Context: an optimization exercise on an open-source flow, tuned for small area, a short achievable clock period and few clock cycles. The choices shown serve that exercise and are no tape-out recipe. In this exercise RTL edits were held to simulation tests only and were not proved equivalent to the original.

==> ember <==
// rc4
module rc4(clk,
rst,
key_start,
ct_we,
ct_addr,
ct_data,
pt_addr,
pt_data,
found,
failed,
key
);
input wire clk;
input wire rst;
input wire [23:0] key_start;
input wire ct_we;
input wire [4:0] ct_addr;
input wire [7:0] ct_data;
input wire [4:0] pt_addr;
output wire [7:0] pt_data;
output reg found;
output reg failed;
output wire [23:0] key;
reg [2047:0] S;           
reg [7:0] rot;            
reg [7:0] c;              
reg [7:0] cc;             
reg [7:0] nk1;            
reg [7:0] c1m;            
reg [7:0] xreg;           
reg [7:0] xreg1;          
reg [7:0] s1reg;          
reg [7:0] areg;           
reg [7:0] c2reg;          
reg [7:0] y2reg;
reg [4:0] cn;             
reg [7:0] j;              
reg [7:0] tv;             
reg [4:0] n;              
reg [1:0] m3;             
reg [23:0] kreg;          
reg s_init, s_ksa, s_c2, s_first, s_t, s_chk;
reg [7:0] e_mem [0:31];   
reg [5:0] d_mem [0:31];    
wire [7:0] a1 = S[7:0];
wire [7:0] r1 = S[15:8];
wire [3:0] d1g01;
wire [7:0] d1g23, d1g45, d1g67;
rc4_sumgrp u_g1 (.a(c), .b(a1), .g01(d1g01), .g23(d1g23), .g45(d1g45), .g67(d1g67));
wire [255:0] dec1;
rc4_grpdec u_dec1 (.g01(d1g01), .g23(d1g23), .g45(d1g45), .g67(d1g67), .dec(dec1));
wire [7:0] rd1_n;
rc4_rdport u_rd1 (.s(S), .dec(dec1), .rdn(rd1_n));
wire [7:0] rd1 = ~rd1_n;
wire q1is1 = (a1 == c1m);              
wire [7:0] a2 = q1is1 ? a1 : r1;       
wire [7:0] csa_s = cc ^ a1 ^ r1;
wire [7:0] csa_c = (cc & a1) | (cc & r1) | (a1 & r1);
wire [3:0] dAg01, dBg01;
wire [7:0] dAg23, dAg45, dAg67, dBg23, dBg45, dBg67;
rc4_sumgrp u_gA (.a(cc), .b({a1[6:0], 1'b0}), .g01(dAg01), .g23(dAg23), .g45(dAg45), .g67(dAg67));
rc4_sumgrp u_gB (.a(csa_s), .b({csa_c[6:0], 1'b0}), .g01(dBg01), .g23(dBg23), .g45(dBg45), .g67(dBg67));
wire [3:0] dCg01;
wire [7:0] dCg23, dCg45, dCg67;
rc4_sumgrp u_gC (.a(c2reg), .b(y2reg), .g01(dCg01), .g23(dCg23), .g45(dCg45), .g67(dCg67));
wire [3:0] d2g01 = (q1is1 ? (dAg01 & {4{s_ksa}}) : (dBg01 & {4{s_ksa}})) | (dCg01 & {4{~s_ksa}});
wire [7:0] d2g23 = (q1is1 ? (dAg23 & {8{s_ksa}}) : (dBg23 & {8{s_ksa}})) | (dCg23 & {8{~s_ksa}});
  ...
Settings: LEC_CHECK=0, CAP_MARGIN=20, CELL_PAD_IN_SITES_DETAIL_PLACEMENT=1, CORE_MARGIN=2, CORE_UTILIZATION=45, MIN_ROUTING_LAYER=met2, PLACE_DENSITY=0.6, SETUP_SLACK_MARGIN=3, SLEW_MARGIN=20, SYNTH_HIERARCHICAL=1, SYNTH_MINIMUM_KEEP_SIZE=0, TNS_END_PERCENT=20; clock period 8.0 ns.
run.sh (not shown) runs the stock make flow with config.mk's settings and CLKGATE_MAP_FILE= SYNTH_SCRIPT=/design/flow/synth_recipe.tcl, a recipe that flattens the netlist after the stock synthesis.
==> cedar: changes against ember <==
==> flow/design.v (replaced) <==
`default_nettype none
module rc4_sumgrp(a, b, g01, g23, g45, g67);
input wire [7:0] a;
input wire [7:0] b;
output wire [3:0] g01;
output wire [7:0] g23;
output wire [7:0] g45;
output wire [7:0] g67;
wire [7:0] ap = a ^ b;
wire [7:0] ag = a & b;
wire [7:0] ao = a | b;
wire [3:0] tm [0:7];
assign tm[0] = {2'b00, ap[0], ~ap[0]};
genvar ii, v;
generate
  for (ii = 1; ii < 8; ii = ii + 1) begin : g_tm
    assign tm[ii][0] = ~(ap[ii] ^ ao[ii-1]);
    assign tm[ii][1] = ~(ap[ii] ^ ag[ii-1]);
    assign tm[ii][2] =  (ap[ii] ^ ao[ii-1]);
    assign tm[ii][3] =  (ap[ii] ^ ag[ii-1]);
  end
  for (v = 0; v < 4; v = v + 1) begin : g_g01
    localparam [1:0] VV = v;
    assign g01[v] = tm[0][{1'b0, VV[0]}] & tm[1][VV];
  end
  for (v = 0; v < 8; v = v + 1) begin : g_ghi
    localparam [2:0] VV = v;
    assign g23[v] = tm[2][VV[1:0]] & tm[3][VV[2:1]];
    assign g45[v] = tm[4][VV[1:0]] & tm[5][VV[2:1]];
    assign g67[v] = tm[6][VV[1:0]] & tm[7][VV[2:1]];
  end
endgenerate
endmodule
module rc4_grpdec(g01, g23, g45, g67, dec);
input wire [3:0] g01;
input wire [7:0] g23;
input wire [7:0] g45;
input wire [7:0] g67;
output wire [255:0] dec;
genvar k;
generate
  for (k = 0; k < 256; k = k + 1) begin : g_dec
    localparam [7:0] KK = k;
    assign dec[k] = g01[KK[1:0]] & g23[KK[3:1]] & g45[KK[5:3]] & g67[KK[7:5]];
  end
endgenerate
endmodule
module rc4_rdport(s, dec, rd);
input wire [2047:0] s;
input wire [255:0] dec;
output wire [7:0] rd;
genvar b, k;
generate
  for (b = 0; b < 8; b = b + 1) begin : g_rd
    wire [255:0] terms;
    for (k = 0; k < 256; k = k + 1) begin : g_t
      assign terms[k] = dec[k] & s[8*k + b];
    end
    assign rd[b] = |terms;
  end
endgenerate
endmodule
module rc4(clk,
rst,
key_start,
ct_we,
ct_addr,
ct_data,
pt_addr,
pt_data,
found,
failed,
key
);
input wire clk;
input wire rst;
input wire [23:0] key_start;
input wire ct_we;
input wire [4:0] ct_addr;
input wire [7:0] ct_data;
input wire [4:0] pt_addr;
output wire [7:0] pt_data;
output reg found;
output reg failed;
output wire [23:0] key;
reg [2047:0] S;           
reg [7:0] rot;            
reg [7:0] c;              
reg [7:0] cc;             
reg [7:0] nk1;            
reg [7:0] c1m;            
reg [7:0] xreg;           
reg [7:0] areg;           
reg [7:0] c2reg;          
reg [7:0] y2reg;
reg       anext_r1;       
reg [4:0] cn;             
reg [7:0] j;              
reg [7:0] tv;             
reg [4:0] n;              
reg [1:0] m3;             
reg [23:0] kreg;          
reg s_init, s_ksa, s_p, s_c2, s_t, s_chk;
reg [7:0] e_mem [0:31];   
reg [4:0] d_mem [0:31];
wire [7:0] a1 = S[7:0];
wire [7:0] r1 = S[15:8];
wire [3:0] d1g01;
wire [7:0] d1g23, d1g45, d1g67;
rc4_sumgrp u_g1 (.a(c), .b(a1), .g01(d1g01), .g23(d1g23), .g45(d1g45), .g67(d1g67));
wire [255:0] dec1;
rc4_grpdec u_dec1 (.g01(d1g01), .g23(d1g23), .g45(d1g45), .g67(d1g67), .dec(dec1));
wire [7:0] rd1;
rc4_rdport u_rd1 (.s(S), .dec(dec1), .rd(rd1));
wire q1is1 = (a1 == c1m);              
wire [7:0] a2 = q1is1 ? a1 : r1;       
wire [7:0] csa_s = cc ^ a1 ^ r1;
wire [7:0] csa_c = (cc & a1) | (cc & r1) | (a1 & r1);
wire [3:0] dAg01, dBg01;
wire [7:0] dAg23, dAg45, dAg67, dBg23, dBg45, dBg67;
rc4_sumgrp u_gA (.a(cc), .b({a1[6:0], 1'b0}), .g01(dAg01), .g23(dAg23), .g45(dAg45), .g67(dAg67));
rc4_sumgrp u_gB (.a(csa_s), .b({csa_c[6:0], 1'b0}), .g01(dBg01), .g23(dBg23), .g45(dBg45), .g67(dBg67));
wire [3:0] dCg01;
wire [7:0] dCg23, dCg45, dCg67;
rc4_sumgrp u_gC (.a(c2reg), .b(y2reg), .g01(dCg01), .g23(dCg23), .g45(dCg45), .g67(dCg67));
wire [3:0] d2g01 = (q1is1 ? (dAg01 & {4{s_ksa}}) : (dBg01 & {4{s_ksa}})) | (dCg01 & {4{~s_ksa}});
wire [7:0] d2g23 = (q1is1 ? (dAg23 & {8{s_ksa}}) : (dBg23 & {8{s_ksa}})) | (dCg23 & {8{~s_ksa}});
wire [7:0] d2g45 = (q1is1 ? (dAg45 & {8{s_ksa}}) : (dBg45 & {8{s_ksa}})) | (dCg45 & {8{~s_ksa}});
wire [7:0] d2g67 = (q1is1 ? (dAg67 & {8{s_ksa}}) : (dBg67 & {8{s_ksa}})) | (dCg67 & {8{~s_ksa}});
wire [255:0] dec2;
rc4_grpdec u_dec2 (.g01(d2g01), .g23(d2g23), .g45(d2g45), .g67(d2g67), .dec(dec2));
wire [7:0] rd2;
rc4_rdport u_rd2 (.s(S), .dec(dec2), .rd(rd2));
wire q2eqq1 = q1is1 ? (a1 == nk1) : (r1 == nk1);    
wire [7:0] b2 = dec2[0] ? rd1 : (q2eqq1 ? a1 : rd2);    
wire we = s_ksa | s_c2;
wire [7:0] x1 = s_ksa ? a1 : rd2;
wire [7:0] x2 = s_ksa ? a2 : xreg;
wire [7:0] pt = tv ^ e_mem[cn];
wire pass = (pt == 8'h20) || ((pt >= 8'h61) && (pt <= 8'h7a));
wire keyend = (kreg >= 24'h3fffff);
wire init = s_init | (s_chk & ~pass & ~keyend);
wire [2047:0] D;
genvar p;
generate
  for (p = 0; p < 254; p = p + 1) begin : g_s
    wire w1 = we & dec1[p+2];
    wire w2 = we & dec2[p+2];
    assign D[8*p +: 8] = init ? p : (w2 ? x2 : (w1 ? x1 : S[8*(p+2) +: 8]));
  end
endgenerate
assign D[2039:2032] = init ? 8'd254 :
                      s_ksa ? (dec2[0] ? a2 : rd1) :
                      ((we & dec2[0]) ? x2 : ((we & dec1[0]) ? x1 : a1));
assign D[2047:2040] = init ? 8'd255 :
                      s_ksa ? b2 :
                      ((we & dec2[1]) ? x2 : ((we & dec1[1]) ? x1 : r1));
function [7:0] kbyte;
  input [1:0] m;
  input [23:0] kk;
  begin
    case (m)
      2'd0: kbyte = kk[23:16];
      2'd1: kbyte = kk[15:8];
      default: kbyte = kk[7:0];
    endcase
  end
endfunction
wire [1:0] m3p1 = (m3 == 2'd2) ? 2'd0 : m3 + 2'd1;
wire [1:0] m3p2 = (m3 == 2'd0) ? 2'd2 : m3 - 2'd1;
wire [7:0] k_i2 = kbyte(m3p2, kreg);    
wire [7:0] k_i3 = kbyte(m3, kreg);      
wire [7:0] k_i4 = kbyte(m3p1, kreg);    
wire [7:0] qA = cc + {a1[6:0], 1'b0};
wire [7:0] qB = cc + a1 + r1;
wire [7:0] q2 = q1is1 ? qA : qB;        
wire [7:0] c_next = q2 + (k_i2 - 8'd2);
wire [23:0] kinc = kreg + 24'd1;
always @(posedge clk) begin
  S <= D;
  rot <= init ? 8'd0 : rot + 8'd2;
  if (ct_we)
    e_mem[ct_addr] <= ct_data;
  if (s_chk)
    d_mem[cn] <= pt[4:0];
end
wire [7:0] r2 = S[23:16];
wire [7:0] anext = anext_r1 ? r1 : rd1;
always @(posedge clk) begin
  if (rst) begin
    kreg <= key_start;
    found <= 1'b0;
    failed <= 1'b0;
    s_init <= 1'b1;
    s_ksa <= 1'b0;
    s_p <= 1'b0;
    s_c2 <= 1'b0;
    s_t <= 1'b0;
    s_chk <= 1'b0;
  end else begin
    s_init <= 1'b0;
    if (s_init) begin
      c <= kreg[23:16];
      c1m <= 8'd1 - kreg[23:16];
      cc <= kreg[23:16] + kreg[15:8];
      nk1 <= 8'd0 - kreg[15:8];
      m3 <= 2'd0;
      j <= 8'd0;
      s_ksa <= 1'b1;
    end
    if (s_ksa) begin
      m3 <= m3p2;
      c <= c_next;
      c1m <= 8'd1 - c_next;
      cc <= c_next + k_i3;
      nk1 <= 8'd0 - k_i3;
      if (rot == 8'd254) begin
        s_ksa <= 1'b0;
        s_p <= 1'b1;
      end
    end
    if (s_p) begin
      areg <= r1;
      xreg <= r1;
      c <= 8'd255 - r2;
      c2reg <= 8'd254;
      y2reg <= r1;
      n <= 5'd0;
      s_p <= 1'b0;
      s_c2 <= 1'b1;
    end
    if (s_c2) begin
      j <= j + areg;
      c <= {3'b000, n} - rot - (dec2[2] ? areg : r2);
      anext_r1 <= ({3'b000, n} - rot == 8'd1);
      c2reg <= areg - rot - 8'd2;
      y2reg <= rd2;
      s_c2 <= 1'b0;
      s_t <= 1'b1;
    end
    if (s_t) begin
      tv <= rd2;
      areg <= anext;
      xreg <= anext;
      c <= {3'b000, n} - rot - r2;
      c2reg <= j - rot - 8'd2;
      y2reg <= anext;
      cn <= n;
      n <= n + 5'd1;
      s_t <= 1'b0;
      s_c2 <= 1'b1;
      s_chk <= 1'b1;
    end
    if (s_chk) begin
      s_chk <= 1'b0;
      if (pass) begin
        if (cn == 5'd31) begin
          found <= 1'b1;
          s_c2 <= 1'b0;
          s_t <= 1'b0;
        end
      end else begin
        s_c2 <= 1'b0;
        s_t <= 1'b0;
        if (keyend)
          failed <= 1'b1;
        else begin
          kreg <= kinc;
          c <= kinc[23:16];
          c1m <= 8'd1 - kinc[23:16];
          cc <= kinc[23:16] + kinc[15:8];
          nk1 <= 8'd0 - kinc[15:8];
          m3 <= 2'd0;
          j <= 8'd0;
          s_ksa <= 1'b1;
        end
      end
    end
  end
end
wire [4:0] pt_low = d_mem[pt_addr];
assign pt_data = {1'b0, |pt_low, 1'b1, pt_low};
assign key = kreg;
endmodule
==> flow/config.mk (replaced) <==
export PLATFORM = sky130hd
export DESIGN_NAME = rc4
export DESIGN_NICKNAME = rc4
export VERILOG_FILES = /design/flow/design.v
export SDC_FILE = /design/flow/constraint.sdc
export NUM_CORES = 4
export LEC_CHECK = 0
export CAP_MARGIN = 20
export CORE_MARGIN = 2
export CORE_UTILIZATION = 30
export PLACE_DENSITY = 0.5
export SETUP_SLACK_MARGIN = 2.5
export SLEW_MARGIN = 20
export TNS_END_PERCENT = 20
==> notes.md <==
quantity	ember	cedar
Outcome	stopped before the end	stopped before the end
Stage where the flow stopped	global routing (5_1_grt)	global routing (5_1_grt)
Sequential cell area fraction in the yosys report	39.8%	37.6%
CTS Buf Count	314	310
Die height	576 µm	716 µm
Adder and majority cell fraction of the synthesized area	1.82%	1.57%
Dpl hpwl	495 mm	2010 mm
Cells after Synth	15,700	18,900
Share of synthesized area spent on multiplexers	2.51%	2.56%
Inst Count DP	18,900	26,900
Post-Place Cell Area	149,000 µm²	186,000 µm²
Post-Synthesis Cell Area	147,000 µm²	152,000 µm²
Post-CTS setup buffers	190	281
Worst setup slack before clock tree synthesis	1.04 ns	-0.131 ns
Count of distinct cell types in the synthesized netlist	82	105
Core Rows	210	261
Initial core utilization	45.1%	30.1%
Average cell area after synthesis	9.40 µm²	8.02 µm²
EDFF count, synth	573	525
Register bit count reported by yosys	2,640	2,593
Synth Area in Simple Gates	15.5%	22.9%
Compound-gate portion of the synthesized area	29.9%	28.5%
Gpl congestion	1.12	1.62
Testbench counts of ember, summed over its fixed seeds: cycles 94,521.
Testbench counts of cedar, summed over its fixed seeds: cycles 95,202.
